This is an optimization exercise on Yosys and OpenROAD, whose aim is small area, a short achievable clock period and few clock cycles per item, not a production implementation.
The RTL was checked by simulation tests, not by an equivalence proof against the original design.

==> flow/design.v <==
module UT_TOP (
    clk,
    rst_n,
    in_valid,
    in_time,
    out_valid,
    out_display,
    out_day
);
input        clk, rst_n, in_valid;
input [30:0] in_time;
output reg       out_valid;
output reg [3:0] out_display;
output reg [2:0] out_day;
localparam STEPS = 4;
localparam MAIN  = 16;                
localparam NCYC  = (MAIN + 12) / STEPS;   
localparam LW    = MAIN + 7;          
reg [9:0]    R;
reg [LW-1:0] L;
reg [10:0]   R2;
reg [4:0]    C;
reg [2:0]    W;
reg          busy;
reg [4:0]    k;
reg [9:0]    r_s  [0:STEPS];
reg [LW-1:0] l_s  [0:STEPS];
reg [10:0]   r2_s [0:STEPS];
reg [4:0]    c_s  [0:STEPS];
reg [2:0]    w_s  [0:STEPS];
reg [10:0]   t, t2, kk;
reg [3:0]    w2;
reg          q, q2;
integer      i, g;
always @(*) begin
    r_s[0]  = R;
    l_s[0]  = L;
    r2_s[0] = R2;
    c_s[0]  = C;
    w_s[0]  = W;
    for (i = 0; i < STEPS; i = i + 1) begin
        g = k * STEPS + i;
        if (g < MAIN)          kk = 11'd675;
        else if (g < MAIN + 5) kk = 11'd900;
        else                   kk = 11'd960;
        t = {r_s[i], l_s[i][LW-1]};
        q = (t >= kk);
        r_s[i+1] = q ? (t - kk) : t[9:0];
        l_s[i+1] = {l_s[i][LW-2:0], q};
        if (g < MAIN) begin
            t2 = {r2_s[i][9:0], q};
            q2 = r2_s[i][10] | (t2 >= 11'd1461);
            r2_s[i+1] = q2 ? (t2 - 11'd1461) : t2;
            c_s[i+1]  = {c_s[i][3:0], q2};
            w2 = {w_s[i], q};
            w_s[i+1] = (w2 >= 4'd7) ? w2 - 4'd7 : w2[2:0];
        end else begin
            r2_s[i+1] = r2_s[i];
            c_s[i+1]  = c_s[i];
            w_s[i+1]  = w_s[i];
        end
    end
end
always @(posedge clk) begin
    if (in_valid) begin
        R  <= {{(10-(31-LW)){1'b0}}, in_time[30:LW]};
        L  <= in_time[LW-1:0];
        R2 <= 11'd0;
        C  <= 5'd0;
        W  <= 3'd0;
    end else if (busy && k < NCYC) begin
        R  <= r_s[STEPS];
        L  <= l_s[STEPS];
        R2 <= r2_s[STEPS];
        C  <= c_s[STEPS];
        W  <= w_s[STEPS];
    end
end
always @(posedge clk or negedge rst_n) begin
    if (!rst_n) begin
        busy <= 1'b0;
        k    <= 5'd0;
    end else if (in_valid) begin
        busy <= 1'b1;
        k    <= 5'd0;
    end else if (busy) begin
        k    <= k + 5'd1;
        if (k == MAIN / STEPS + 13) busy <= 1'b0;
    end
end
reg  [1:0] yc;
reg  [8:0] doy, doyn, mstart;
reg        leap, feb29;
reg  [7:0] yr;
reg  [6:0] yy;
reg        y20;
reg  [3:0] mon;
reg  [4:0] dom;
always @(*) begin
    if (R2 >= 11'd1096)      begin yc = 2'd3; doy = R2 - 11'd1096; end
    else if (R2 >= 11'd730)  begin yc = 2'd2; doy = R2 - 11'd730;  end
    else if (R2 >= 11'd365)  begin yc = 2'd1; doy = R2 - 11'd365;  end
    else                     begin yc = 2'd0; doy = R2[8:0];       end
    leap  = (yc == 2'd2);
    feb29 = leap && (doy == 9'd59);
    doyn  = (leap && doy > 9'd59) ? doy - 9'd1 : doy;
    yr    = {1'b0, C, 2'b00} + yc + 8'd70;
    y20   = (yr >= 8'd100);
    yy    = y20 ? yr - 8'd100 : yr;
    if      (doyn >= 9'd334) begin mon = 4'd12; mstart = 9'd334; end
    else if (doyn >= 9'd304) begin mon = 4'd11; mstart = 9'd304; end
    else if (doyn >= 9'd273) begin mon = 4'd10; mstart = 9'd273; end
    else if (doyn >= 9'd243) begin mon = 4'd9;  mstart = 9'd243; end
    else if (doyn >= 9'd212) begin mon = 4'd8;  mstart = 9'd212; end
    else if (doyn >= 9'd181) begin mon = 4'd7;  mstart = 9'd181; end
    else if (doyn >= 9'd151) begin mon = 4'd6;  mstart = 9'd151; end
    else if (doyn >= 9'd120) begin mon = 4'd5;  mstart = 9'd120; end
    else if (doyn >= 9'd90)  begin mon = 4'd4;  mstart = 9'd90;  end
    else if (doyn >= 9'd59)  begin mon = 4'd3;  mstart = 9'd59;  end
    else if (doyn >= 9'd31)  begin mon = 4'd2;  mstart = 9'd31;  end
    else                     begin mon = 4'd1;  mstart = 9'd0;   end
    dom = doyn - mstart + 9'd1;
    if (feb29) begin mon = 4'd2; dom = 5'd29; end
end
wire [4:0] hour = L[11:7];
wire [5:0] minute = L[6:1];
wire [5:0] second = (L[0] ? 6'd30 : 6'd0) + R[9:5];
function [7:0] bcd2;    
    input [6:0] b;
    reg [3:0] tn;
    begin
        if      (b >= 7'd90) tn = 4'd9;
        else if (b >= 7'd80) tn = 4'd8;
        else if (b >= 7'd70) tn = 4'd7;
        else if (b >= 7'd60) tn = 4'd6;
        else if (b >= 7'd50) tn = 4'd5;
        else if (b >= 7'd40) tn = 4'd4;
        else if (b >= 7'd30) tn = 4'd3;
        else if (b >= 7'd20) tn = 4'd2;
        else if (b >= 7'd10) tn = 4'd1;
        else                 tn = 4'd0;
        bcd2 = {tn, b[3:0] - tn[3:0] * 4'd10};
    end
endfunction
wire [7:0] yy_b  = bcd2(yy);
wire [7:0] mon_b = bcd2({3'd0, mon});
wire [7:0] dom_b = bcd2({2'd0, dom});
wire [7:0] hr_b  = bcd2({2'd0, hour});
wire [7:0] mi_b  = bcd2({1'd0, minute});
wire [7:0] se_b  = bcd2({1'd0, second});
reg [3:0] digit;
always @(*) begin
    case (k - MAIN / STEPS)
        5'd0:  digit = y20 ? 4'd2 : 4'd1;
        5'd1:  digit = y20 ? 4'd0 : 4'd9;
        5'd2:  digit = yy_b[7:4];
        5'd3:  digit = yy_b[3:0];
        5'd4:  digit = mon_b[7:4];
        5'd5:  digit = mon_b[3:0];
        5'd6:  digit = dom_b[7:4];
        5'd7:  digit = dom_b[3:0];
        5'd8:  digit = hr_b[7:4];
        5'd9:  digit = hr_b[3:0];
        5'd10: digit = mi_b[7:4];
        5'd11: digit = mi_b[3:0];
        5'd12: digit = se_b[7:4];
        default: digit = se_b[3:0];
    endcase
end
wire outing = busy && !in_valid && (k >= MAIN / STEPS);
wire [2:0] wday = (W >= 3'd3) ? W - 3'd3 : W + 3'd4;    
always @(posedge clk or negedge rst_n) begin
    if (!rst_n) begin
        out_valid   <= 1'b0;
        out_display <= 4'd0;
        out_day     <= 3'd0;
    end else if (outing) begin
        out_valid   <= 1'b1;
        out_display <= digit;
        out_day     <= wday;
    end else begin
        out_valid   <= 1'b0;
        out_display <= 4'd0;
        out_day     <= 3'd0;
    end
end
endmodule
==> flow/run.sh <==
#!/bin/bash
# synth_recipe.tcl (not shown) runs the flow's synth.tcl, then flattens the netlist and writes it again
# the make line also repeats each setting of config.mk as NAME=value (left out here)
make -C /OpenROAD-flow-scripts/flow DESIGN_CONFIG=/design/flow/config.mk WORK_HOME=/design/flow/orfs CLKGATE_MAP_FILE= SYNTH_SCRIPT=/design/flow/synth_recipe.tcl finish
==> flow/config.mk <==
export PLATFORM = sky130hd
export DESIGN_NAME = UT_TOP
export DESIGN_NICKNAME = UT_TOP
export VERILOG_FILES = /design/flow/design.v
export SDC_FILE = /design/flow/constraint.sdc
export NUM_CORES = 4
export LEC_CHECK = 0
export CAP_MARGIN = 20
export CORE_MARGIN = 2
export CORE_UTILIZATION = 40
export SLEW_MARGIN = 20
==> flow/constraint.sdc <==
create_clock -name core_clock -period 15.0 [get_ports {clk}]
set_input_delay 3.0000 -clock core_clock [delete_from_list [all_inputs] [get_ports {clk}]]
set_output_delay 3.0000 -clock core_clock [all_outputs]
set_load 0.01 [all_outputs]
==> notes.md <==
Outcome
The run finished with no timing, DRC or antenna violations.

Logic synthesis
The post-synthesis cell type with the largest combined area is sky130_fd_sc_hd__ha_1. Counting flops and latches in the post-synthesis netlist gives 66. The number of warnings printed during yosys synthesis is 6. Among all flip-flop cells after synthesis, the most frequent one is sky130_fd_sc_hd__edfxtp_1. Counting every instance in the synthesized netlist gives 1475. The register area share after synthesis is 0.1561. The number of enable flip-flop cells after synthesis is 31. By area the synthesized netlist is led by sky130_fd_sc_hd__ha_1 (9.3%), sky130_fd_sc_hd__edfxtp_1 (8.5%), sky130_fd_sc_hd__a21oi_1 (5.1%). The mean post-synth cell area is 7.390 um2. For this run, asynchronously set or reset flops after synthesis account for 0.2121.

The netlist uses 106 different library cells. The most frequent cell after synthesis is sky130_fd_sc_hd__nand2_1. By count the netlist is led by sky130_fd_sc_hd__nand2_1 (147), sky130_fd_sc_hd__nor2_1 (138), sky130_fd_sc_hd__a21oi_1 (111). The cell area that synthesis handed to floorplanning was 10900 um2.

The post-synthesis net count is 1599. Of the post-synthesis cell area, the dominant cell type holds 0.09298.

Setup path
Counting cells, the worst reg-to-reg path comes to 43. The slowest stage cell on the critical path is sky130_fd_sc_hd__dfrtp_1. The endpoint class of the critical path is a flop. The critical path contains buffers and inverters numbering 7 combined. The family with the most delay on the worst path is compound AO/OA/AOI/OAI gates. The data required time of the critical path is 15.20 ns. The startpoint of the most critical register-to-register path is k[2]$_DFFE_PN0P_. The arrival time at the worst endpoint is 13.00 ns. The most numerous cell type found on the critical path is sky130_fd_sc_hd__ha_1.

The worst setup path is of the flop to flop kind. Along the worst path, the maximum fanout reaches 32. The destination of the worst register-to-register timing path is R2[1]$_SDFFE_PP0P_. The flop-to-flop setup slack is 2.19 ns. The largest stage delay on the critical path is 0.63 ns. The element type at the critical path start is a flop.

Layout
From synthesis to final layout, the design area changed by 8.322%. Summing all multi-input logic gate instances after layout gives 8581 um2. The net count of the finished layout is 1590. After filler insertion, the fill cell instance count of the layout stands at 2729. The register cell area after layout is 1702 um2. The proportion of layout cells with a drive suffix above 1 is 0.08362. The number of antenna repair diodes is 0.

Floorplan
In this run the vertical extent of the chip is 169.1 um. The number of I/O pins is 42. The width of the die is 169.1 um. The initial cell density of the core is 0.4056. The region available for standard cell placement spans 26880 um2. The floorplan has 60 rows. The total die area is 28590 um2.

Global route
The initial antenna violation count was 0. The number of global-route vias before repair was 10280. For this run, global-route usage on met1 was measured as 0.3443. Entering global routing, the biggest net connects 80 pins. The global router's overall resource usage is 0.2377. The global-route met2 utilization is 0.3778. The global-route wire length before repair is 55010 um.

For met3 alone, demand over resource in global routing was 0.02572. For this run the aggregate overflow at the end of global routing stands at 0. The most crowded layer after global routing is met2.

Min path
Counting instances, the worst hold path has a depth of 1. The worst hold-check path type is flop to flop. The startpoint of the worst hold path is L[14]$_DFFE_PP_. The worst hold path terminates at L[18]$_DFFE_PP_.

Drt
In the routed layout, each cell is associated on average with a via count of 6.209. In this run, the number of DRC markers left after iteration 0 of detailed routing was 1078. The routed wire length is 34740 um. Once detail routing completed, the nets flagged for antenna violations numbered 0. The total number of vias is 11250. The average detailed-routed wire length per instance is 19.17 um. For this run, design rule violations remaining after detail routing come to 0. The number of optimization iterations in the first detailed-route pass is 5.

STA
The total negative setup slack is 0 ns. The number of hold violations in the final report was 0. Setup repair after global routing left no endpoint under its margin.

The number of pins exceeding their max-slew limit in the final report came to 0. Between clock sinks in the finished design, the worst skew comes to 0.008107 ns. The minimum clock period is 12.81 ns. Setup violations remaining at the end of the flow were counted as 0. Static timing analysis puts the maximum clock frequency at 78.08 MHz. The worst hold slack is 0.5532 ns. Measured against its own limit, the worst slew margin works out to 0.3105. For the pin with the worst max-slew slack, the measured transition is 1.025 ns. The post-route clock period utilization is 0.8538.

Clocking
The count of instances resized after the clock tree is built is 0. The number of buffers added to fix hold violations after cts is 0. CTS placed an instance of sky130_fd_sc_hd__clkbuf_16 at the clock tree root. No sink is reached through more buffers than the 2 on the longest clock path. For the worst-skew pair, the clock arrives at the later sink with an insertion delay of 0.35 ns.

The number of clock buffers added by TritonCTS is 9. The CTS H-tree depth is 3. The clock drives 66 sinks. Post-CTS timing repair inserted 0 buffers for setup. Clock-pin slew was measured on the worst setup and hold paths at 0.07 ns. TritonCTS built the clock tree.

Place
The count of input and output buffers is 41. The final weighted congestion in routability-driven placement is 0.9317. The placed wire-length estimate after detailed placement is 26460 um.

Flow run
The tool flagged a number of max-cap violations equal to 0.
## flip-flops by register name (all words and copies together) (netlist names)
| register | cells |
|---|---|
| L | 23 |
| R2 | 11 |
| R | 10 |
| out_day | 3 |
| out_valid | 1 |
| W | 3 |
| k | 5 |
| busy | 1 |
| out_display | 4 |
| C | 5 |
## layout by cell type (no fill, tap or decap), drive strengths merged, types with 19 or more instances in the layout
master         Yosys  routed
mux2i             21      21
ha                81      81
o21ai            102     102
clkdlybuf4s50      0      40
inv               75      79
xor2              24      24
nor2             139     139
a211oi            30      30
dfxtp             21      21
nor3              41      41
a21oi            115     115
and2              19      19
nand3             58      58
xnor2             57      57
nand2            148     148
a31oi             42      42
a21o              29      29
mux2              28      28
edfxtp            31      31
## per-stage QoR
stage	utilization	std cells	setup slack (ns)	area [um2]
floorplan	-	1475	4.397	10900
global placement	0.4279	1796	2.817	11500
detailed placement	0.4279	1796	2.459	11500
CTS	0.4393	1812	2.451	11810
global route	0.4393	1812	1.304	11810
finish	0.4393	1812	2.193	11810
## routing by layer
metal  routed length (um)  up-vias
li1                     -     5470
met1                16490     5334
met2                15420      404
met3                 2268       43
met4                  563        0
met5                    0        -
## cell type report
cell class,instances,share of cell area
flip-flops and latches,66,0.1441
clock buffers,9,0.01907
inverters,76,0.02437
repair buffers,54,0.04260
well taps,341,0.03613
clock inverters,7,0.006994
multi-input cells,1259,0.7267
## logic make-up (layout without fill, tap and decap cells)
group / after synthesis / after routing / synth area share
DFF: 66 / 66 / 0.1561
AOI/OAI and AO/OA: 493 / 493 / 0.3137
adders and majority gates: 93 / 93 / 0.1123
and+or+nand+nor: 543 / 543 / 0.2459
xor gates and xnor gates: 81 / 81 / 0.06577
buffers and inverters: 150 / 146 / 0.05739
muxes: 49 / 49 / 0.04890
## how the worst max path moves through the flow
stage | to | from | cells after the start | slack, ns
floorplan | R2[1]$_SDFFE_PP0P_ | k[3]$_DFFE_PN0P_ | 51 | 4.40
global placement | R2[1]$_SDFFE_PP0P_ | k[2]$_DFFE_PN0P_ | 43 | 2.82
detailed placement | R2[1]$_SDFFE_PP0P_ | k[2]$_DFFE_PN0P_ | 43 | 2.46
CTS | R2[1]$_SDFFE_PP0P_ | k[2]$_DFFE_PN0P_ | 43 | 2.45
global route | R2[1]$_SDFFE_PP0P_ | k[2]$_DFFE_PN0P_ | 43 | 1.30
finish | R2[1]$_SDFFE_PP0P_ | k[2]$_DFFE_PN0P_ | 43 | 2.19
Testbench counts, summed over its fixed seeds: cycles 48,000, items 2,400.

-- separate check: timing with driven ports --
How much do the figures lean on ideal ports? The routed layout below was timed once more, with nothing changed but the port constraints.
Step 1 sets driving cells, clkbuf_16 on the clock port and buf_2 on the other inputs (assumed; they add their load-dependent delay and slew).
Step 2 times the ports against the registers' clock, not the clock port: input delays grow and output delays shrink by t, the midpoint of the rising clock arrivals with the driver on.
a / b / c = no drivers / after step 1 / after step 2; a / b = the first two.
shift t [ns]: 0.392
setup slack, ns: 2.193 / 2.193 / 2.193
cell pins on the clock port's net: 1
After both steps this run still meets setup and hold. For this run, drivers alone change the setup slack by 0.000 ns; drivers and shift together by 0.000 ns.
